This design comes from an exercise in tuning for small area on the open sky130 flow, not from production work.
Function was checked by simulation only, so behaviour that the tests miss may differ from the original.
No driver is modelled on the clock port, so clocking that relies on it looks cheaper here than on a real chip.
Power figures rest on the tool's default switching activity, not on a simulated workload.

`flow/standard.sh`:
```
#!/bin/bash
# synth_recipe.tcl (not shown) runs the flow's synth.tcl, then flattens the netlist and writes it again
# the make line also repeats each setting of config.mk as NAME=value (left out here)
make -C /OpenROAD-flow-scripts/flow DESIGN_CONFIG=/design/flow/config.mk WORK_HOME=/design/flow/orfs CLKGATE_MAP_FILE= SYNTH_SCRIPT=/design/flow/synth_recipe.tcl "${@:-finish}"
```
`flow/config.mk`:
```
export PLATFORM = sky130hd
export DESIGN_NAME = VendingMachine_top
export DESIGN_NICKNAME = VendingMachine_top
export VERILOG_FILES = /design/flow/design.v
export SDC_FILE = /design/flow/constraint.sdc
export NUM_CORES = 4
export LEC_CHECK = 0
export CAP_MARGIN = 20
export CORE_MARGIN = 2
export CORE_UTILIZATION = 70
export GPL_TIMING_DRIVEN = 0
export PLACE_DENSITY = 0.8
export SLEW_MARGIN = 20
```
`flow/design.v`:
```
`timescale 1ns / 1ps
module VendingMachine_top(
    input [3:0] BTN,
    input [4:0] SW,
    input clk,
    input rst,
    output [3:0] AN,
    output [6:0] a_to_g,
    output point);
reg [3:0] s0, p;
always @(posedge clk) begin
	if (rst) begin
		s0 <= 4'd0;
		p  <= 4'd0;
	end else begin
		s0 <= BTN;
		p  <= BTN & ~s0;
	end
end
wire wj = p[1] & SW[0];
wire yy = p[2] & SW[0];
wire co = p[3];
wire cc = p[0] & SW[1];
wire ol = p[0] & SW[2];
wire rt = p[0] & SW[3];
wire fill = p[0] & SW[4];
wire iqc = p[1] & SW[1];
wire iqo = p[1] & SW[2];
wire iqr = p[1] & SW[3];
wire rc = rst | co;
reg [2:0] c5;
reg c2;
reg [1:0] sel;
reg [5:0] u;
reg [1:0] sf;
wire e5 = c5[2];                        
wire eu = e5 & c2 & (sel == 2'd0);      
wire [6:0] u1 = {1'b0, u} + 7'd1;
wire uw = u1[6];                        
always @(posedge clk) begin
	if (rc) begin
		c5 <= 3'd0;
		c2 <= 1'b0;
		sel <= 2'd0;
		u <= 6'd44;
		sf <= 2'd0;
	end else begin
		c5 <= {c5[1] & c5[0], c5[1] ^ c5[0], ~c5[0] & ~c5[2]};
		if (e5) begin
			c2 <= ~c2;
			if (!c2)
				sel <= sel + 2'd1;
		end
		if (eu) begin
			u <= {u1[5], u1[4] | uw, u1[3] | uw, u1[2:0]};
			if (uw)
				sf <= sf + 2'd1;
		end
	end
end
reg x;             
reg [3:0] ge, shi, bai;
reg [2:0] nc, no, nr;
wire shi0 = shi == 4'd0;
wire hi   = !shi0 || (bai != 4'd0);
wire ge2  = ge[3] | ge[2] | ge[1];
wire ge3  = ge[3] | ge[2] | (ge[1] & ge[0]);
wire ge4  = ge[3] | ge[2];
wire ge9  = ge[3] & ge[0];
wire shi9 = shi[3] & shi[0];
wire eq3  = !ge[3] & !ge[2] & ge[1] & ge[0];
wire m20  = hi || ge2;     
wire m30  = hi || ge3;     
wire m35  = hi || ge4;     
wire hc   = nc != 3'd0;
wire ho   = no != 3'd0;
wire hr   = nr != 3'd0;
wire okc  = m20 && hc;
wire oko  = m30 && ho;
wire okr  = m35 && hr;
wire inc  = yy || (x && wj);
wire dec_shi = cc ? (hi && hc && !ge2) :
               ol ? (hi && ho && !ge3) :
               rt ? (hi && hr && (!ge3 || (eq3 && !x))) : 1'b0;
always @(posedge clk) begin
	if (rc)
		x <= 1'b0;
	else if (wj)
		x <= ~x;
	else if (rt && okr)
		x <= ~x || !ge3;
end
wire [1:0] dsel = cc ? 2'd0 : ol ? 2'd1 : (x && ge3) ? 2'd1 : 2'd2;
wire [3:0] damt = {1'b0, dsel == 2'd2, dsel != 2'd2, dsel == 2'd1};
wire [4:0] gsub = {1'b0, ge} - {1'b0, damt};
wire [3:0] gdec = gsub[4] ? gsub[3:0] + 4'd10 : gsub[3:0];
wire gdo = cc ? okc : ol ? oko : rt ? m35 : 1'b0;
always @(posedge clk) begin
	if (rc)
		ge <= 4'd0;
	else if (inc)
		ge <= ge9 ? 4'd0 : ge + 4'd1;
	else if (gdo)
		ge <= gdec;
end
always @(posedge clk) begin
	if (rc)
		shi <= 4'd0;
	else if (inc && ge9)
		shi <= shi9 ? 4'd0 : shi + 4'd1;
	else if (dec_shi)
		shi <= shi0 ? 4'd9 : shi - 4'd1;
end
always @(posedge clk) begin
	if (rc)
		bai <= 4'd0;
	else if (inc && ge9 && shi9)
		bai <= bai + 4'd1;
	else if (dec_shi && shi0)
		bai <= bai - 4'd1;
end
always @(posedge clk) begin
	if (rst || fill) begin
		nc <= 3'd5;
		no <= 3'd5;
		nr <= 3'd5;
	end else begin
		if (cc && okc) nc <= nc - 3'd1;
		if (ol && oko) no <= no - 3'd1;
		if (rt && okr) nr <= nr - 3'd1;
	end
end
localparam [13:0] TSTART = 14'h1d8a;
reg [13:0] t1, t2, t3;
wire z1 = t1[12:0] == 13'd0;
wire z2 = t2[12:0] == 13'd0;
wire z3 = t3[12:0] == 13'd0;
wire a1 = !z1 || t1[13];
wire a2 = !z2 || t2[13];
wire a3 = !z3 || t3[13];
wire ld1 = (cc && !hc) || (ol && !ho) || (rt && !hr);
wire ld2 = (cc && !m20) || (ol && !m30) || (rt && !m35);
wire ld3 = iqc || iqo || iqr;
always @(posedge clk) begin
	if (rst) t1 <= 14'd0;
	else if (ld1) t1 <= TSTART;
	else t1 <= {t1[12:0], (t1[13] ^ t1[0]) & !z1};
end
always @(posedge clk) begin
	if (rst) t2 <= 14'd0;
	else if (ld2) t2 <= TSTART;
	else t2 <= {t2[12:0], (t2[13] ^ t2[0]) & !z2};
end
always @(posedge clk) begin
	if (rst) t3 <= 14'd0;
	else if (ld3) t3 <= TSTART;
	else t3 <= {t3[12:0], (t3[13] ^ t3[0]) & !z3};
end
wire le20 = !hi && !ge3;                 
wire le30 = !hi && !ge4;                 
reg [1:0] mf, mi;
always @(posedge clk) begin
	if (cc && le20) mf <= 2'd1;
	else if (a2 && mf == 2'd1) mf <= 2'd1;
	else if (ol && le30) mf <= 2'd2;
	else if (a2 && mf == 2'd2) mf <= 2'd2;
	else if (rt && le30) mf <= 2'd3;
	else if (a2) mf <= mf;
	else mf <= 2'd3;
end
always @(posedge clk) begin
	if (iqc) mi <= 2'd1;
	else if (a3 && mi == 2'd1) mi <= 2'd1;
	else if (iqo) mi <= 2'd2;
	else if (a3 && mi == 2'd2) mi <= 2'd2;
	else if (iqr) mi <= 2'd3;
	else if (a3) mi <= mi;
	else mi <= 2'd3;
end
assign point = ~(sel == 2'd1);
assign AN = a2 ? {2'b11, sf != 2'd1, sf != 2'd0} : ~(4'd1 << sel);
reg [3:0] num;
always @(*) begin
	if (a1)
		num = 4'hf;
	else if (a2) begin
		if (sf == 2'd1) num = (mf == 2'd1) ? 4'd2 : 4'd3;
		else if (sf == 2'd0 && mf == 2'd3) num = 4'd5;
		else num = 4'd0;
	end else if (a3) begin
		if (sel == 2'd1) num = {1'b0, mi[1] ? (mi[0] ? nr : no) : nc};
		else num = 4'd0;
	end else
		case (sel)
		2'd0: num = {1'b0, x, 1'b0, x};
		2'd1: num = ge;
		2'd2: num = shi;
		default: num = bai;
		endcase
end
reg [6:0] seg;
always @(*)
	case (num)
	4'h0: seg = 7'b0000001;
	4'h1: seg = 7'b1001111;
	4'h2: seg = 7'b0010010;
	4'h3: seg = 7'b0000110;
	4'h4: seg = 7'b1001100;
	4'h5: seg = 7'b0100100;
	4'h6: seg = 7'b0100000;
	4'h7: seg = 7'b0001111;
	4'h8: seg = 7'b0000000;
	4'h9: seg = 7'b0000100;
	4'hA: seg = 7'b0001000;
	4'hB: seg = 7'b1100000;
	4'hC: seg = 7'b0110001;
	4'hD: seg = 7'b1000010;
	4'hE: seg = 7'b0110000;
	default: seg = 7'b0111000;
	endcase
assign a_to_g = seg;
endmodule
```
`flow/constraint.sdc`:
```
create_clock -name core_clock -period 10.0 [get_ports {clk}]
set_input_delay 2.0000 -clock core_clock [delete_from_list [all_inputs] [get_ports {clk}]]
set_output_delay 2.0000 -clock core_clock [all_outputs]
set_load 0.01 [all_outputs]
```
`flow/flow/post_cts.tcl`:
```
# Resize the clock buffers that CTS built (a root buffer and leaf buffers
# of at most 15 registers each). Every leaf starts at the smallest size in
# MY_CLK_LEAF_CELLS and is stepped up until the estimated slew at each of
# its register clock pins is at most MY_CLK_SLEW_NS. The tree's shape and
# every register's path (two buffers) are unchanged.
set block [ord::get_db_block]
set db [ord::get_db]
set sizes $::env(MY_CLK_LEAF_CELLS)
set target $::env(MY_CLK_SLEW_NS)
proc out_net { inst } {
  foreach it [$inst getITerms] {
    if { [$it getIoType] == "OUTPUT" } { return [$it getNet] }
  }
  return ""
}
set root [$block findInst "clkbuf_0_$::env(MY_CLK_PORT)"]
$root swapMaster [$db findMaster $::env(MY_CLK_ROOT_CELL)]
set leaves {}
foreach it [[out_net $root] getITerms] {
  set inst [$it getInst]
  if { $inst == $root } { continue }
  if { [string match "sky130_fd_sc_hd__clkbuf_*" [[$inst getMaster] getName]] } {
    lappend leaves $inst
    set level([$inst getName]) 0
    $inst swapMaster [$db findMaster [lindex $sizes 0]]
  }
}
set_propagated_clock [all_clocks]
for { set iter 0 } { $iter < [llength $sizes] } { incr iter } {
  estimate_parasitics -placement
  set changed 0
  foreach inst $leaves {
    set name [$inst getName]
    set mx 0
    foreach p [get_pins -of_objects [get_nets [[out_net $inst] getName]] -filter "direction==input"] {
      set s [get_property $p slew_max]
      if { $s > $mx } { set mx $s }
    }
    puts "post_cts: iter $iter leaf $name [[$inst getMaster] getName] max slew $mx"
    if { $mx > $target && $level($name) < [llength $sizes] - 1 } {
      incr level($name)
      $inst swapMaster [$db findMaster [lindex $sizes $level($name)]]
      set changed 1
    }
  }
  if { !$changed } { break }
}
set_placement_padding -global -left 0 -right 0
detailed_placement
estimate_parasitics -placement
repair_timing -hold
detailed_placement
check_placement -verbose
report_clock_skew
```
`flow/flow/my_synth.tcl`:
```
# Standard synthesis script (synth_recipe.tcl), with two changes for area:
# Yosys's extract_fa is skipped, and ABC maps with an area script
# (&deepsyn, then the area mapper amap). The ABC runs for several random
# seeds go in parallel on the same extracted logic; the smallest mapped
# netlist is then read back through Yosys's abc pass. Registers are
# untouched (ABC only maps the logic between them).
proc synth {args} { yosys synth -nofsm -noshare {*}$args }
proc extract_fa {args} { puts "own synthesis: extract_fa skipped" }
proc abc {args} {
  set dir $::env(MY_ABC_DIR)
  set i [lsearch -exact $args -script]
  set abcbin [file join [file dirname [info nameofexecutable]] yosys-abc]
  if { ![file executable $abcbin] } { set abcbin yosys-abc }
  yosys design -save pre_abc
  # 1. Let the abc pass write out the logic (input.blif) and its script.
  set f [open $dir/dump.script w]
  puts $f "strash"
  close $f
  lset args [expr {$i + 1}] $dir/dump.script
  file mkdir $dir/dump
  set old [pwd]
  cd $dir/dump
  yosys abc -nocleanup {*}$args
  cd $old
  set tmp [lindex [glob -directory $dir/dump -type d _tmp_yosys-abc-*] 0]
  set hdr {}
  set f [open $tmp/abc.script r]
  foreach line [split [read $f] "\n"] {
    if { [regexp {^(read_lib|read_constr) } $line] } { lappend hdr $line }
  }
  close $f
  yosys design -load pre_abc
  # 2. Map with each seed, in parallel batches.
  set jobs {}
  foreach seed $::env(MY_ABC_SEEDS) {
    set f [open $dir/seed$seed.script w]
    puts $f "read_blif $tmp/input.blif"
    foreach line $hdr { puts $f $line }
    puts $f "strash\n&get -n\n&st\n&deepsyn -T $::env(MY_ABC_TIME) -S $seed\n&dch -f\n&put\namap -F 4 -A 16\ntopo\nwrite_blif $dir/seed$seed.blif\nstime"
    close $f
    lappend jobs "$abcbin -f $dir/seed$seed.script > $dir/seed$seed.log 2>&1"
  }
  set par $::env(MY_ABC_PAR)
  for { set k 0 } { $k < [llength $jobs] } { incr k $par } {
    set batch [lrange $jobs $k [expr {$k + $par - 1}]]
    exec sh -c "[join $batch { & }] & wait"
  }
  # 3. Keep the smallest.
  set best 1e18
  set bestseed -1
  foreach seed $::env(MY_ABC_SEEDS) {
    set f [open $dir/seed$seed.log r]
    set log [read $f]
    close $f
    if { [regexp {Area =\s*([0-9.]+)} [regsub -all {\x1b\[[0-9;]*m} $log ""] -> area] && [file exists $dir/seed$seed.blif] } {
      puts "own synthesis: seed $seed area $area"
      if { $area < $best } {
        set best $area
        set bestseed $seed
      }
    }
  }
  if { $bestseed < 0 } { error "own synthesis: no ABC run finished" }
  puts "own synthesis: kept seed $bestseed (logic area $best)"
  # 4. Read the chosen netlist back through the abc pass.
  set f [open $dir/final.script w]
  puts $f "read_blif $dir/seed$bestseed.blif"
  close $f
  lset args [expr {$i + 1}] $dir/final.script
  yosys abc {*}$args
}
source $::env(SCRIPTS_DIR)/synth.tcl
# left out here: clear keep_hierarchy, flatten, clean up, hide names made inside functions, write 1_2_yosys.v
```
`flow/flow/run.sh`:
```
#!/bin/bash
# Own layout flow: the standard ORFS steps (standard.sh), with
#  - an area-oriented synthesis: the standard synthesis script with Yosys's
#    extract_fa skipped and ABC run as &deepsyn + the area mapper amap for
#    12 seeds (4 at a time), keeping the smallest netlist
#    (flow/my_synth.tcl); registers come out as in the standard synthesis;
#  - minimum-size port buffers (buf_1) instead of clkdlybuf4s50_1;
#  - CTS's clock tree without dummy loads, with a clkbuf_4 root; its leaf
#    buffers are then sized
#    down to what keeps the register clock slew at most 105 ps
#    (flow/post_cts.tcl).
# Each step's full output goes to a log file in this folder.
set -euo pipefail
HERE=$(pwd)
export MY_ABC_DIR=$HERE/abc
export MY_ABC_SEEDS="1 2 3 4 5 6 7 8 9 10 11 12"
export MY_ABC_TIME=40
export MY_ABC_PAR=4
mkdir -p "$MY_ABC_DIR"

bash standard.sh SYNTH_SCRIPT=$HERE/flow/my_synth.tcl synth > synth.log 2>&1

export MY_CLK_PORT=clk
export MY_CLK_ROOT_CELL=sky130_fd_sc_hd__clkbuf_4
export MY_CLK_LEAF_CELLS="sky130_fd_sc_hd__clkbuf_2 sky130_fd_sc_hd__clkbuf_4 sky130_fd_sc_hd__clkbuf_8 sky130_fd_sc_hd__clkbuf_16"
export MY_CLK_SLEW_NS=0.105
bash standard.sh \
  BUFFER_PORTS_ARGS="-buffer_cell sky130_fd_sc_hd__buf_1" \
  CTS_ARGS="-buf_list sky130_fd_sc_hd__clkbuf_8 -root_buf sky130_fd_sc_hd__clkbuf_8 -sink_clustering_enable -dont_use_dummy_load" \
  POST_CTS_TCL=$HERE/flow/post_cts.tcl \
  finish > layout.log 2>&1
```
==> load_flow_metrics.sql, run 1 <==
INSERT INTO impl_metrics (metric_group, metric, value, unit) VALUES
('timing', 'max_freq', '0.162', 'GHz'),
('floorplanning', 'die_height', '75.7', 'um'),
('clock_tree', 'clk_pin_slew', '90', 'ps'),
('floorplanning', 'rows', '26', ''),
('routing', 'vias', '3275', ''),
('floorplanning', 'fp.coreArea', '5040', 'um^2'),
('grt', 'grt_max_degree', '35', ''),
('routing', 'met2_length', '3500', 'um'),
('grt', 'gr-total-overflow', '0', ''),
('synthesis', 'synthArstFlopShare', '0', ''),
('clock_tree', 'cts_tree', 'done', ''),
('worst_setup_path', 'timing.critical_path.arrival', '4160', 'ps'),
('routing', 'topRoutingLayerUsed', 'met4', ''),
('worst_setup_path', 'crit_slowest_cell', 'nor2_1', ''),
('clock_tree', 'clkLatencyLatePin', '440', 'ps'),
('synthesis', 'synth_enable_flop_cells', '0', ''),
('synthesis', 'sequential_cell_area_fraction_in_the_yosys_report', '0.501', ''),
('worst_setup_path', 'critical_path_peak_fanout', '7', ''),
('power', 'worst_ir_drop_vdd', '184', 'uV'),
('timing', 'worst_clock_skew', '32.2', 'ps'),
('worst_setup_path', 'worst_setup_path_start_kind', 'register', ''),
('worst_setup_path', 'crit_required', '8000', 'ps'),
('routing', 'met3_wirelength', '419', 'um'),
('job', 'maximum_capacitance_violations', '0', ''),
('synthesis', 'synthesis.area_per_instance', '7.89', 'um^2'),
('final_layout', 'final_nets', '500', ''),
('timing', 'slew_viol_final', '0', ''),
('final_layout', 'total_non_filler_cell_area_in_the_finished_layout', '3870', 'um^2'),
('final_layout', 'most_used_cells_in_the_layout_excluding_fill_and_tap_cells', 'nor2_1 (122), dfxtp_1 (90), clkinv_1 (53)', ''),
('worst_setup_path', 'critical_path_cell_list', 'nor4_1 > nand4_1 > nor2_1 > clkinv_1 > nor2_1 > nand3_1 > o221ai_1 > nand2_1 > o21ai_0 > nand4_1 > o31ai_1 > o22ai_1 > a32o_1 > nor2_1 > buf_1', ''),
('timing', 'unrepaired_setup_endpoints_after_global_routing', 'false', ''),
('synthesis', 'syn-num-nets', '467', ''),
('floorplanning', 'initial_core_util', '0.713', ''),
('routing', 'detail_routed_via_count_per_cell', '5.88', ''),
('synthesis', 'flip_flop_and_latch_count_after_synthesis', '90', ''),
('routing', 'drt-wirelength-per-cell', '13.6', 'um'),
('synthesis', 'dominantRegCellSynth', 'dfxtp_1', ''),
('routing', 'route.antenna.remaining_nets', '0', ''),
('grt', 'number_of_antenna_violations_at_the_first_check_in_global_routing', '0', ''),
('final_layout', 'layout_commonest_cell', 'nor2_1', ''),
('worst_setup_path', 'cpPeakStageDelay', '480', 'ps'),
('timing', 'worst_margin_slew', '940', 'ps'),
('timing', 'layout_worst_path_cycle_share', '0.616', ''),
('floorplanning', 'dieWidth', '75.7', 'um'),
('timing', 'timing.final.crit_period', '6160', 'ps'),
('timing', 'final_total_negative_setup_slack', '0', 'ps'),
('grt', 'global_route_wire_length_before_repair', '11500', 'um'),
('routing', 'wirelength', '7580', 'um'),
('worst_setup_path', 'crit_buf_inv', '2', ''),
('timing', 'final-hold-violation-count', '0', ''),
('synthesis', 'yosysWarningCount', '1', ''),
('routing', 'detail_route.first_pass.iterations', '5', ''),
('timing', 'holdWs', '388', 'ps'),
('final_layout', 'area.growth.synth_to_final', '7.69', '%'),
('worst_setup_path', 'timing.critical_path.mode_cell', 'nor2_1', ''),
('grt', 'globalRouteTotalUtil', '0.268', ''),
('final_layout', 'fillerInstances', '375', ''),
('outcome', 'run_status', 'no timing/DRC/antenna violations', ''),
('worst_setup_path', 'timing_worst_setup_path_type', 'register to output port', ''),
('floorplanning', 'io_pins', '23', ''),
('synthesis', 'yosysUniqueCellTypes', '35', ''),
('clock_tree', 'clock_sinks', '90', ''),
('placed_design', 'gpl.final_weighted_congestion', '0.939', ''),
('grt', 'first_global_vias', '2662', ''),
('placed_design', 'detailedPlacementHpwl', '5570', 'um'),
('placed_design', 'buffer_ports.inserted', '22', ''),
('placed_design', 'postPlaceCellArea', '3770', 'um^2'),
('routing', 'number_of_drc_markers_after_the_initial_detailed_route_iteration', '248', ''),
('worst_setup_path', 'crit_family', 'simple AND/OR/NAND/NOR gates', ''),
('final_layout', 'layout-drive-gt1-share', '0.0205', ''),
('routing', 'remaining_drc_errors', '0', ''),
('timing', 'final-setup-viol-count', '0', ''),
('power', 'power.density', '257', 'nW/um^2'),
('routing', 'met1_length', '3510', 'um'),
('synthesis', 'netlist_instances', '456', ''),
('synthesis', 'syn_area', '3600', 'um^2'),
('worst_setup_path', 'worst_setup_path_end_kind', 'output port', ''),
('final_layout', 'diodes', '0', ''),
('hold_path', 'holdCritPathClass', 'register to register', ''),
('power', 'leakage', '1.39', 'nW'),
('timing', 'max_slew_margin', '0.367', ''),
('floorplanning', 'floorplan.die_area', '5730', 'um^2');
-- cells in the mapped netlist, types with 6 or more instances --
cell      number  area (um^2)
o21ai_0       27          135
nor2_1       122          458
nor4_1         7         43.8
clkinv_1      53          199
dfxtp_1       90         1800
o221ai_1       6         52.6
nor2b_1       21          131
nor3_1        25          125
a21oi_1       19         95.1
nand3_1        8         40.0
nand2_1       22         82.6
-- stage by stage --
step / worst slack (ps) / std cells / power [mW] / util
floorplan: 4820 / 456 / 0.719 / -
global placement: 4450 / 548 / 0.809 / 0.747
detailed placement: 4370 / 548 / 0.820 / 0.747
global route: 3360 / 557 / 1.06 / 0.768
finish: 3840 / 557 / 0.996 / 0.768
-- path summary, 6_finish.rpt --
| check | slack [ps] | cells past startpoint | end | from |
|---|---|---|---|---|
| min | 390 | 1 | p[3] | s0[3] |
| max | 3840 | 15 | a_to_g[2] | t2[10] |
| min reg2reg | 390 | 1 | p[3] | s0[3] |
| max reg2reg | 6830 | 16 | bai[3] | shi[1] |
-- layout make-up --
cell class,count,area [um^2],share of cell area
well taps,70,87.6,0.0226
multi-input cells,313,1600,0.412
inverters,53,199,0.0514
clock buffers,9,105,0.0271
repair buffers,22,83.8,0.0216
flip-flops and latches,90,1800,0.465
-- logic make-up (layout without fill, tap and decap cells) --
kind of cell / Yosys count / count (layout) / share of synthesized area
AND/OR/NAND/NOR: 220 / 220 / 0.272
AO/OA/AOI/OAI: 93 / 93 / 0.172
flip-flops: 90 / 90 / 0.501
buffers and inverters: 53 / 84 / 0.0553
-- layer usage --
metal | track usage | up-vias
li1 | - | 1644
met1 | 0.351 | 1509
met2 | 0.435 | 104
met3 | 0.0529 | 18
met4 | 0.111 | 0
met5 | 0 | -
-- registers in the layout (all words and copies together) (netlist names), 2 cells and up --
register,cells
sf,2
mi,2
shi,4
ge,4
t1,14
nr,3
bai,4
t3,14
sel,2
u,6
nc,3
mf,2
s0,4
t2,14
c5,3
no,3
p,4
-- power by group --
group          switching [mW]  internal, mW
clock                   0.108        0.0671
sequential             0.0322         0.402
combinational           0.255         0.132
==> run 2: changes to the inputs <==
--- a/flow/config.mk
+++ b/flow/config.mk
@@ -9,5 +9,4 @@
 export CORE_MARGIN = 2
 export CORE_UTILIZATION = 70
-export GPL_TIMING_DRIVEN = 0
 export PLACE_DENSITY = 0.8
 export SLEW_MARGIN = 20
==> run 2 against run 1 <==
Sequential power barely moved. Hold slack improved by 5.4 ps. Combinational power rose by 3%. Clock skew fell by 6.2 ps. Largest cell class unchanged. Largest power group unchanged.
==> load_flow_metrics.sql, run 2 <==
INSERT INTO impl_metrics (metric_group, metric, value, unit) VALUES
('timing', 'unrepaired_setup_endpoints_after_global_routing', 'false', ''),
('worst_setup_path', 'timing_worst_setup_path_type', 'register to output port', ''),
('floorplanning', 'rows', '26', ''),
('final_layout', 'diodes', '0', ''),
('final_layout', 'total_non_filler_cell_area_in_the_finished_layout', '3870', 'um^2'),
('floorplanning', 'dieWidth', '75.7', 'um'),
('worst_setup_path', 'crit_family', 'simple AND/OR/NAND/NOR gates', ''),
('worst_setup_path', 'worst_setup_path_start_kind', 'register', ''),
('placed_design', 'placed_cells_incl_taps', '549', ''),
('synthesis', 'synth_most_common_cell', 'nor2_1', ''),
('timing', 'worst_clock_skew', '26.0', 'ps'),
('synthesis', 'yosysWarningCount', '1', ''),
('synthesis', 'synthArstFlopShare', '0', ''),
('timing', 'max_slew_margin', '0.371', ''),
('routing', 'number_of_drc_markers_after_the_initial_detailed_route_iteration', '360', ''),
('worst_setup_path', 'crit_required', '8000', 'ps'),
('grt', 'first_global_vias', '2822', ''),
('power', 'power.switching', '0.400', 'mW'),
('floorplanning', 'fp.coreArea', '5040', 'um^2'),
('final_layout', 'most_used_cells_in_the_layout_excluding_fill_and_tap_cells', 'nor2_1 (122), dfxtp_1 (90), clkinv_1 (53)', ''),
('worst_setup_path', 'worst_setup_path_end_kind', 'output port', ''),
('timing', 'final_total_negative_setup_slack', '0', 'ps'),
('worst_setup_path', 'rr_worst_depth', '16', ''),
('floorplanning', 'initial_core_util', '0.713', ''),
('worst_setup_path', 'endpoint_of_the_most_critical_register_to_register_path', 'bai[3]', ''),
('worst_setup_path', 'worstReg2RegStart', 'shi[3]', ''),
('hold_path', 'worstHoldStart', 's0[3]', ''),
('final_layout', 'layout_commonest_cell', 'nor2_1', ''),
('power', 'intPower', '0.597', 'mW'),
('grt', 'gr-total-overflow', '0', ''),
('worst_setup_path', 'crit_slowest_cell', 'nor2_1', ''),
('routing', 'vias', '3324', ''),
('routing', 'wirelength', '7820', 'um'),
('placed_design', 'detailedPlacementHpwl', '5890', 'um'),
('grt', 'number_of_antenna_violations_at_the_first_check_in_global_routing', '0', ''),
('timing', 'slew_viol_final', '0', ''),
('final_layout', 'layoutNonFillerInstCount', '558', ''),
('floorplanning', 'die_height', '75.7', 'um'),
('synthesis', 'largest_area_contributor_in_the_netlist', 'dfxtp_1', ''),
('clock_tree', 'clkLatencyLatePin', '430', 'ps'),
('timing', 'worst_margin_slew', '934', 'ps'),
('final_layout', 'area.growth.synth_to_final', '7.69', '%'),
('worst_setup_path', 'timing.critical_path.mode_cell', 'nor2_1', ''),
('floorplanning', 'floorplan.die_area', '5730', 'um^2'),
('final_layout', 'reg.largest.list', 't1 x14, t2 x14, t3 x14', ''),
('power', 'netSwitchingFraction', '0.401', ''),
('grt', 'grt_max_degree', '35', ''),
('synthesis', 'synth_largest_type_area_fraction', '0.501', ''),
('floorplanning', 'io_pins', '23', ''),
('synthesis', 'netlist_instances', '456', ''),
('grt', 'globalRouteTotalUtil', '0.284', ''),
('worst_setup_path', 'critical_path_peak_fanout', '7', ''),
('placed_design', 'dp_slack', '4430', 'ps'),
('timing', 'layout_worst_path_cycle_share', '0.617', ''),
('synthesis', 'syn-num-nets', '467', ''),
('power', 'power.density', '257', 'nW/um^2'),
('timing', 'max_freq', '0.162', 'GHz'),
('grt', 'global_route_wire_length_before_repair', '12100', 'um'),
('final_layout', 'layout-drive-gt1-share', '0.0205', ''),
('final_layout', 'post_route_core_utilization', '0.768', ''),
('worst_setup_path', 'timing.critical_path.depth', '15', ''),
('timing', 'fin_ws', '3830', 'ps'),
('placed_design', 'postPlaceCellArea', '3770', 'um^2'),
('synthesis', 'synthesis.area_per_instance', '7.89', 'um^2'),
('synthesis', 'flip_flop_and_latch_count_after_synthesis', '90', ''),
('worst_setup_path', 'cpPeakStageDelay', '480', 'ps'),
('timing', 'timing.final.crit_period', '6170', 'ps'),
('routing', 'drt-wirelength-per-cell', '14.0', 'um'),
('synthesis', 'syn_area', '3600', 'um^2'),
('hold_path', 'worst_hold_path.endpoint', 'p[3]', ''),
('job', 'maximum_capacitance_violations', '0', ''),
('routing', 'route.antenna.remaining_nets', '0', ''),
('synthesis', 'synth_commonest_cells', 'nor2_1 (122), dfxtp_1 (90), clkinv_1 (53)', ''),
('clock_tree', 'clock_sinks', '90', ''),
('routing', 'detail_route.first_pass.iterations', '6', ''),
('final_layout', 'multiInputGateArea', '1600', 'um^2'),
('outcome', 'run_status', 'no timing/DRC/antenna violations', ''),
('hold_path', 'hold_depth', '1', ''),
('final_layout', 'final_nets', '501', ''),
('power', 'share_clk_of_total_power', '0.167', ''),
('timing', 'final-hold-violation-count', '0', ''),
('worst_setup_path', 'timing.critical_path.arrival', '4170', 'ps'),
('clock_tree', 'clk_pin_slew', '90', 'ps'),
('final_layout', 'fillerInstances', '386', ''),
('timing', 'final-setup-viol-count', '0', ''),
('placed_design', 'buffer_ports.inserted', '22', ''),
('power', 'seq_pwr_share', '0.434', ''),
('placed_design', 'gpl.final_weighted_congestion', '0.923', ''),
('worst_setup_path', 'r2r_setup_slack', '6740', 'ps'),
('routing', 'remaining_drc_errors', '0', ''),
('synthesis', 'synth_enable_flop_cells', '0', ''),
('synthesis', 'sequential_cell_area_fraction_in_the_yosys_report', '0.501', ''),
('synthesis', 'yosysUniqueCellTypes', '35', ''),
('synthesis', 'dominantRegCellSynth', 'dfxtp_1', ''),
('final_layout', 'layout.area.seq', '1800', 'um^2'),
('routing', 'detail_routed_via_count_per_cell', '5.96', ''),
('power', 'leakage', '1.39', 'nW'),
('synthesis', 'synth.area.top_cells', 'dfxtp_1 (50%), nor2_1 (13%), clkinv_1 (5.5%)', ''),
('worst_setup_path', 'crit_buf_inv', '2', ''),
('power', 'worst_ir_drop_vdd', '144', 'uV'),
('worst_setup_path', 'critical_path_cell_list', 'nor4_1 > nand4_1 > nor2_1 > clkinv_1 > nor2_1 > nand3_1 > o221ai_1 > nand2_1 > o21ai_0 > nand4_1 > o31ai_1 > o22ai_1 > a32o_1 > nor2_1 > buf_1', ''),
('power', 'share_comb_of_total_power', '0.398', ''),
('clock_tree', 'cts_tree', 'done', ''),
('hold_path', 'holdCritPathClass', 'register to register', '');
## run 2: power by group through the flow
stage               logic, mW  clock network, mW  registers, mW
floorplan               0.286                  0          0.433
global route            0.440              0.182          0.438
finish                  0.397              0.167          0.433
global placement        0.370                  0          0.438
detailed placement      0.382                  0          0.441
## run 2: worst max path at each step
stage,slack (ps),to,from
3_3_place_gp,4750,a_to_g[2],t2[8]
3_5_place_dp,4430,a_to_g[2],t2[10]
6_report,3830,a_to_g[2],t2[10]
2_1_floorplan,4820,a_to_g[2],t2[8]
5_1_grt,3490,a_to_g[2],t2[10]
## run 2: logic make-up after synthesis
kind of cell,count (synthesis),share of synthesized area
buffers and inverters,53,0.0553
and+or+nand+nor,220,0.272
AOI/OAI and AO/OA,93,0.172
DFF,90,0.501
## run 2: area by class of cell
type | instances | share of cell area
Timing Repair Buffer | 23 | 0.0233
Tap cell | 70 | 0.0226
Inverter | 53 | 0.0514
Multi-Input combinational cell | 313 | 0.412
Clock buffer | 9 | 0.0255
Sequential cell | 90 | 0.465
## run 2: through the flow
step                      hold slack [ps]  total power, mW
after global routing                  404             1.06
after floorplan                       367            0.719
final                                 393            0.996
after global placement                371            0.808
after detailed placement              381            0.823
## run 2: per-layer routing
layer,wire length [um],vias to the layer above,track usage
li1,-,1644,-
met1,3480,1529,0.360
met2,3710,134,0.467
met3,490,17,0.0569
met4,145,0,0.131
met5,0,-,0
## run 2: worst reg2reg max path, stage by stage, from the launching register on
cell      delay [ps]
dfxtp_1          410
clkinv_1         140
nand4_1          130
nor4b_1          100
nand2_1          140
nand3_1          210
nor2_1           280
a21oi_1          100
nor4_1           540
clkinv_1         190
nor2_1           200
o22ai_1          120
clkinv_1          80
o221ai_1         160
nor2_1           160
o21ai_0           90
a21oi_1          130
==> run 3: changes to the inputs <==
--- a/flow/flow/run.sh
+++ b/flow/flow/run.sh
@@ -6,8 +6,7 @@
 #    (flow/my_synth.tcl); registers come out as in the standard synthesis;
 #  - minimum-size port buffers (buf_1) instead of clkdlybuf4s50_1;
-#  - CTS's clock tree without dummy loads, with a clkbuf_4 root; its leaf
-#    buffers are then sized
-#    down to what keeps the register clock slew at most 105 ps
-#    (flow/post_cts.tcl).
+#  - CTS's clock tree without dummy loads, its leaves then evened out,
+#    centred on their registers and sized down to what keeps the
+#    estimated register clock slew at most 114 ps (flow/post_cts.tcl).
 # Each step's full output goes to a log file in this folder.
 set -euo pipefail
@@ -22,7 +21,7 @@
 
 export MY_CLK_PORT=clk
-export MY_CLK_ROOT_CELL=sky130_fd_sc_hd__clkbuf_4
+export MY_CLK_ROOT_CELL=sky130_fd_sc_hd__clkbuf_8
 export MY_CLK_LEAF_CELLS="sky130_fd_sc_hd__clkbuf_2 sky130_fd_sc_hd__clkbuf_4 sky130_fd_sc_hd__clkbuf_8 sky130_fd_sc_hd__clkbuf_16"
-export MY_CLK_SLEW_NS=0.105
+export MY_CLK_SLEW_NS=0.114
 bash standard.sh \
   BUFFER_PORTS_ARGS="-buffer_cell sky130_fd_sc_hd__buf_1" \
--- a/flow/flow/my_synth.tcl
+++ b/flow/flow/my_synth.tcl
@@ -37,5 +37,5 @@
     puts $f "read_blif $tmp/input.blif"
     foreach line $hdr { puts $f $line }
-    puts $f "strash\n&get -n\n&st\n&deepsyn -T $::env(MY_ABC_TIME) -S $seed\n&dch -f\n&put\namap -F 4 -A 16\ntopo\nwrite_blif $dir/seed$seed.blif\nstime"
+    puts $f "strash\n&get -n\n&st\n&deepsyn -T $::env(MY_ABC_TIME) -S $seed\n&dch -f\n&put\namap -F 4\ntopo\nwrite_blif $dir/seed$seed.blif\nstime"
     close $f
     lappend jobs "$abcbin -f $dir/seed$seed.script > $dir/seed$seed.log 2>&1"
==> flow/flow/post_cts.tcl (replaced) <==
# Rework the clock tree that CTS built (a root buffer and leaf buffers of
# at most 15 registers each), keeping its shape (every register is clocked
# through exactly two buffers):
#  1. even out the leaves: registers move from leaves above
#     ceil(registers / leaves) to the nearest leaf below it;
#  2. move each leaf buffer to the centre of its registers;
#  3. size each leaf to the smallest of MY_CLK_LEAF_CELLS that keeps the
#     estimated slew at its register clock pins at most MY_CLK_SLEW_NS.
set block [ord::get_db_block]
set db [ord::get_db]
set sizes $::env(MY_CLK_LEAF_CELLS)
set target $::env(MY_CLK_SLEW_NS)
proc out_net { inst } {
  foreach it [$inst getITerms] {
    if { [$it getIoType] == "OUTPUT" } { return [$it getNet] }
  }
  return ""
}
proc sinks_of { inst } {
  set l {}
  foreach it [[out_net $inst] getITerms] {
    if { [$it getInst] != $inst } { lappend l $it }
  }
  return $l
}
proc center { inst } {
  set b [$inst getBBox]
  return [list [expr {([$b xMin] + [$b xMax]) / 2}] [expr {([$b yMin] + [$b yMax]) / 2}]]
}
proc dist { a b } {
  return [expr {abs([lindex $a 0] - [lindex $b 0]) + abs([lindex $a 1] - [lindex $b 1])}]
}
set root [$block findInst "clkbuf_0_$::env(MY_CLK_PORT)"]
$root swapMaster [$db findMaster $::env(MY_CLK_ROOT_CELL)]
set leaves {}
foreach it [[out_net $root] getITerms] {
  set inst [$it getInst]
  if { $inst == $root } { continue }
  if { [string match "sky130_fd_sc_hd__clkbuf_*" [[$inst getMaster] getName]] } {
    lappend leaves $inst
  }
}
set nsinks 0
foreach l $leaves { incr nsinks [llength [sinks_of $l]] }
set cap [expr {($nsinks + [llength $leaves] - 1) / [llength $leaves]}]
puts "post_cts: [llength $leaves] leaves, $nsinks registers, at most $cap per leaf"
# 1. even out
for { set guard 0 } { $guard < 200 } { incr guard } {
  set moved 0
  foreach l $leaves {
    set s [sinks_of $l]
    if { [llength $s] <= $cap } { continue }
    # the register of this leaf that is closest to another leaf with room
    set best ""
    set bestd 1e18
    foreach it $s {
      set p [center [$it getInst]]
      foreach m $leaves {
        if { $m == $l || [llength [sinks_of $m]] >= $cap } { continue }
        set d [expr {[dist $p [center $m]] - [dist $p [center $l]]}]
        if { $d < $bestd } {
          set bestd $d
          set best [list $it $m]
        }
      }
    }
    if { $best == "" } { continue }
    set it [lindex $best 0]
    $it disconnect
    $it connect [out_net [lindex $best 1]]
    set moved 1
  }
  if { !$moved } { break }
}
# 2. centre the leaves on their registers
foreach l $leaves {
  set sx 0
  set sy 0
  set s [sinks_of $l]
  foreach it $s {
    set p [center [$it getInst]]
    set sx [expr {$sx + [lindex $p 0]}]
    set sy [expr {$sy + [lindex $p 1]}]
  }
  set n [llength $s]
  if { $n > 0 } {
    $l setLocation [expr {$sx / $n}] [expr {$sy / $n}]
  }
}
# 3. size the leaves
foreach l $leaves {
  set level([$l getName]) 0
  $l swapMaster [$db findMaster [lindex $sizes 0]]
}
set_placement_padding -global -left 0 -right 0
detailed_placement
set_propagated_clock [all_clocks]
for { set iter 0 } { $iter < [llength $sizes] } { incr iter } {
  estimate_parasitics -placement
  set changed 0
  foreach inst $leaves {
    set name [$inst getName]
    set mx 0
    foreach p [get_pins -of_objects [get_nets [[out_net $inst] getName]] -filter "direction==input"] {
      set s [get_property $p slew_max]
      if { $s > $mx } { set mx $s }
    }
    puts "post_cts: iter $iter leaf $name [[$inst getMaster] getName] fanout [llength [sinks_of $inst]] max slew $mx"
    if { $mx > $target && $level($name) < [llength $sizes] - 1 } {
      incr level($name)
      $inst swapMaster [$db findMaster [lindex $sizes $level($name)]]
      set changed 1
    }
  }
  if { !$changed } { break }
  detailed_placement
}
estimate_parasitics -placement
repair_timing -hold
detailed_placement
check_placement -verbose
report_clock_skew
==> run 3 against run 2 <==
Still clean. Count of clock-buffer cells in the layout did not move. Cell area rose by 0.32%. Register-to-register slack improved by 260 ps. Via count rose by 0.15%. Power rose by 1.2%. Fmax fell by 1.3%. Die area rose by 0.17%. Non-clock buffer count did not move. Core utilization rose by 0.25 points. Synthesized cell count rose by 0.44%. Sequential cell count did not move. Sequential power barely moved. Critical path type unchanged. Largest cell class unchanged. Largest power group unchanged.
==> load_flow_metrics.sql, run 3 <==
INSERT INTO impl_metrics (metric_group, metric, value, unit) VALUES
('hold_path', 'worstHoldStart', 's0[3]', ''),
('worst_setup_path', 'worstReg2RegStart', 'shi[1]', ''),
('routing', 'topRoutingLayerUsed', 'met4', ''),
('routing', 'vias', '3329', ''),
('synthesis', 'sequential_cell_area_fraction_in_the_yosys_report', '0.500', ''),
('timing', 'worst_clock_skew', '36.4', 'ps'),
('grt', 'first_global_vias', '2916', ''),
('synthesis', 'syn_area', '3600', 'um^2'),
('hold_path', 'worst_hold_path.endpoint', 'p[3]', ''),
('grt', 'gr-total-overflow', '0', ''),
('timing', 'final_total_negative_setup_slack', '0', 'ps'),
('final_layout', 'final_nets', '503', ''),
('worst_setup_path', 'timing.critical_path.arrival', '4250', 'ps'),
('worst_setup_path', 'endpoint_of_the_most_critical_register_to_register_path', 'bai[3]', ''),
('timing', 'unrepaired_setup_endpoints_after_global_routing', 'false', ''),
('hold_path', 'hold_depth', '1', ''),
('floorplanning', 'dieWidth', '75.8', 'um'),
('final_layout', 'fillerInstances', '382', ''),
('power', 'netSwitchingFraction', '0.402', ''),
('floorplanning', 'floorplan.die_area', '5740', 'um^2'),
('final_layout', 'post_route_core_utilization', '0.771', ''),
('power', 'share_comb_of_total_power', '0.393', ''),
('worst_setup_path', 'rr_worst_depth', '16', ''),
('timing', 'fin_ws', '3750', 'ps'),
('final_layout', 'reg.largest.list', 't1 x14, t2 x14, t3 x14', ''),
('clock_tree', 'clock_sinks', '90', ''),
('synthesis', 'yosysWarningCount', '1', ''),
('timing', 'layout_worst_path_cycle_share', '0.625', ''),
('final_layout', 'most_used_cells_in_the_layout_excluding_fill_and_tap_cells', 'nor2_1 (124), dfxtp_1 (90), clkinv_1 (54)', ''),
('power', 'seq_pwr_share', '0.430', ''),
('worst_setup_path', 'critical_path_peak_fanout', '7', ''),
('clock_tree', 'cts_tree', 'done', ''),
('routing', 'remaining_drc_errors', '0', ''),
('timing', 'max_slew_margin', '0.450', ''),
('placed_design', 'gpl.final_weighted_congestion', '0.913', ''),
('synthesis', 'dominantRegCellSynth', 'dfxtp_1', ''),
('outcome', 'run_status', 'no timing/DRC/antenna violations', ''),
('timing', 'max_freq', '0.160', 'GHz'),
('placed_design', 'detailedPlacementHpwl', '5750', 'um'),
('synthesis', 'synth.area.top_cells', 'dfxtp_1 (50%), nor2_1 (13%), clkinv_1 (5.6%)', ''),
('worst_setup_path', 'worst_setup_path_end_kind', 'output port', ''),
('floorplanning', 'die_height', '75.8', 'um'),
('floorplanning', 'rows', '26', ''),
('placed_design', 'dp_slack', '4370', 'ps'),
('routing', 'met2_length', '3820', 'um'),
('synthesis', 'synthesis.area_per_instance', '7.87', 'um^2'),
('routing', 'route.antenna.remaining_nets', '0', ''),
('routing', 'detail_routed_via_count_per_cell', '5.94', ''),
('grt', 'grt_max_degree', '35', ''),
('routing', 'met1_length', '3570', 'um'),
('power', 'leakage', '1.39', 'nW'),
('placed_design', 'postPlaceCellArea', '3780', 'um^2'),
('floorplanning', 'io_pins', '23', ''),
('routing', 'drt-wirelength-per-cell', '14.4', 'um'),
('power', 'fin_total_pwr', '1.01', 'mW'),
('routing', 'number_of_drc_markers_after_the_initial_detailed_route_iteration', '245', ''),
('job', 'maximum_capacitance_violations', '0', ''),
('synthesis', 'synth_commonest_cells', 'nor2_1 (124), dfxtp_1 (90), clkinv_1 (54)', ''),
('synthesis', 'flip_flop_and_latch_count_after_synthesis', '90', ''),
('timing', 'worst_margin_slew', '817', 'ps'),
('grt', 'globalRouteTotalUtil', '0.290', ''),
('worst_setup_path', 'r2r_setup_slack', '7000', 'ps'),
('timing', 'slew_viol_final', '0', ''),
('clock_tree', 'clkLatencyLatePin', '370', 'ps'),
('power', 'power.switching', '0.405', 'mW'),
('timing', 'timing.final.crit_period', '6250', 'ps'),
('synthesis', 'synth_largest_type_area_fraction', '0.500', ''),
('hold_path', 'holdCritPathClass', 'register to register', ''),
('synthesis', 'syn-num-nets', '469', ''),
('clock_tree', 'clk_pin_slew', '110', 'ps'),
('synthesis', 'synthArstFlopShare', '0', ''),
('final_layout', 'diodes', '0', ''),
('grt', 'number_of_antenna_violations_at_the_first_check_in_global_routing', '0', ''),
('final_layout', 'layout_commonest_cell', 'nor2_1', ''),
('worst_setup_path', 'timing_worst_setup_path_type', 'register to output port', ''),
('power', 'intPower', '0.603', 'mW'),
('power', 'share_clk_of_total_power', '0.177', ''),
('power', 'worst_ir_drop_vdd', '149', 'uV'),
('synthesis', 'synth_enable_flop_cells', '0', ''),
('synthesis', 'largest_area_contributor_in_the_netlist', 'dfxtp_1', ''),
('timing', 'final-hold-violation-count', '0', ''),
('final_layout', 'multiInputGateArea', '1600', 'um^2'),
('routing', 'detail_route.first_pass.iterations', '6', ''),
('grt', 'global_route_wire_length_before_repair', '12600', 'um'),
('timing', 'final-setup-viol-count', '0', ''),
('synthesis', 'netlist_instances', '458', ''),
('worst_setup_path', 'worst_setup_path_start_kind', 'register', ''),
('final_layout', 'layout-drive-gt1-share', '0.0204', ''),
('routing', 'met3_wirelength', '452', 'um'),
('power', 'power.density', '259', 'nW/um^2'),
('floorplanning', 'fp.coreArea', '5040', 'um^2'),
('final_layout', 'area.growth.synth_to_final', '7.85', '%'),
('routing', 'wirelength', '8090', 'um'),
('placed_design', 'buffer_ports.inserted', '22', ''),
('final_layout', 'layout.area.seq', '1800', 'um^2'),
('synthesis', 'synth_most_common_cell', 'nor2_1', ''),
('floorplanning', 'initial_core_util', '0.715', ''),
('worst_setup_path', 'crit_required', '8000', 'ps'),
('synthesis', 'yosysUniqueCellTypes', '35', ''),
('final_layout', 'total_non_filler_cell_area_in_the_finished_layout', '3890', 'um^2');
==> run 3: worst max-delay path, stage by stage (launching register included) <==
cell      delay, ps
dfxtp_1         320
nor4_1          310
nand4_1         160
nor2_1          400
clkinv_1        190
nor2_1          330
nand3_1         220
o221ai_1        330
clkinv_1        220
nor2_1          240
nor2_1           90
o31ai_1         300
o22ai_1         180
a32o_1          330
nor2_1           90
buf_1           150
==> run 3: stage by stage <==
stage               hold slack [ps]  std cells
detailed placement              373        551
floorplan                       367        458
finish                          387        560
global placement                371        551
global route                    403        560
==> run 3: worst max path at each step <==
| stage | to | from | depth (start not counted) |
|---|---|---|---|
| 2_1_floorplan | a_to_g[2] | t2[8] | 14 |
| 3_3_place_gp | a_to_g[2] | t2[8] | 15 |
| 3_5_place_dp | a_to_g[2] | t2[8] | 15 |
| 5_1_grt | a_to_g[2] | t2[12] | 17 |
| 6_report | a_to_g[2] | t2[8] | 15 |
==> run 3: cells by family (layout without fill, tap and decap cells) <==
logic type      after synthesis  in the layout  synth area share
compound gates               92             92             0.170
flops                        90             90             0.500
buf+inv                      54             86            0.0562
simple gates                222            222             0.274
==> run 3: final cells by class <==
type,instances,area share
flip-flops and latches,90,0.464
multi-input cells,314,0.411
inverters,54,0.0522
clock buffers,9,0.0270
repair buffers,23,0.0232
well taps,70,0.0225
==> run 3: layer usage <==
metal / up-vias / GRT usage
li1: 1645 / -
met1: 1517 / 0.356
met2: 130 / 0.480
met3: 37 / 0.0569
met4: 0 / 0.152
met5: - / 0
==> run 3: power groups by stage <==
stage               registers [mW]  clock network (mW)  logic [mW]
global placement             0.438                   0       0.371
finish                       0.434               0.178       0.396
global route                 0.439               0.191       0.444
detailed placement           0.441                   0       0.383
floorplan                    0.433                   0       0.290

separate check: timing with driven ports:
No port has a modelled driver above. Below, the same layouts with a new extraction and two added sets of constraints. Step 1, drivers: a clkbuf_16 drives clk and a buf_2 each remaining input, both assumed. Step 2 moves the port delays by t, midway between the first and last clock arrival at a register: inputs arrive t later, outputs are due t later. That takes back most of the time a late clock gives input paths. a / b / c = ideal / step 1 / step 2; a / b = the first two.
| run | shift t [ns] | setup slack, ns | hold WS [ns] |
|---|---|---|---|
| run 1 | 0.456 | 3.840 / 3.812 / 4.268 | 0.388 / 0.388 / 0.388 |
| run 2 | 0.451 | 3.833 / 3.804 / 4.255 | 0.393 / 0.393 / 0.393 |
| run 3 | 0.386 | 3.755 / 3.726 / 4.111 | 0.387 / 0.387 / 0.387 |
After both steps setup and hold are still met in every run listed.
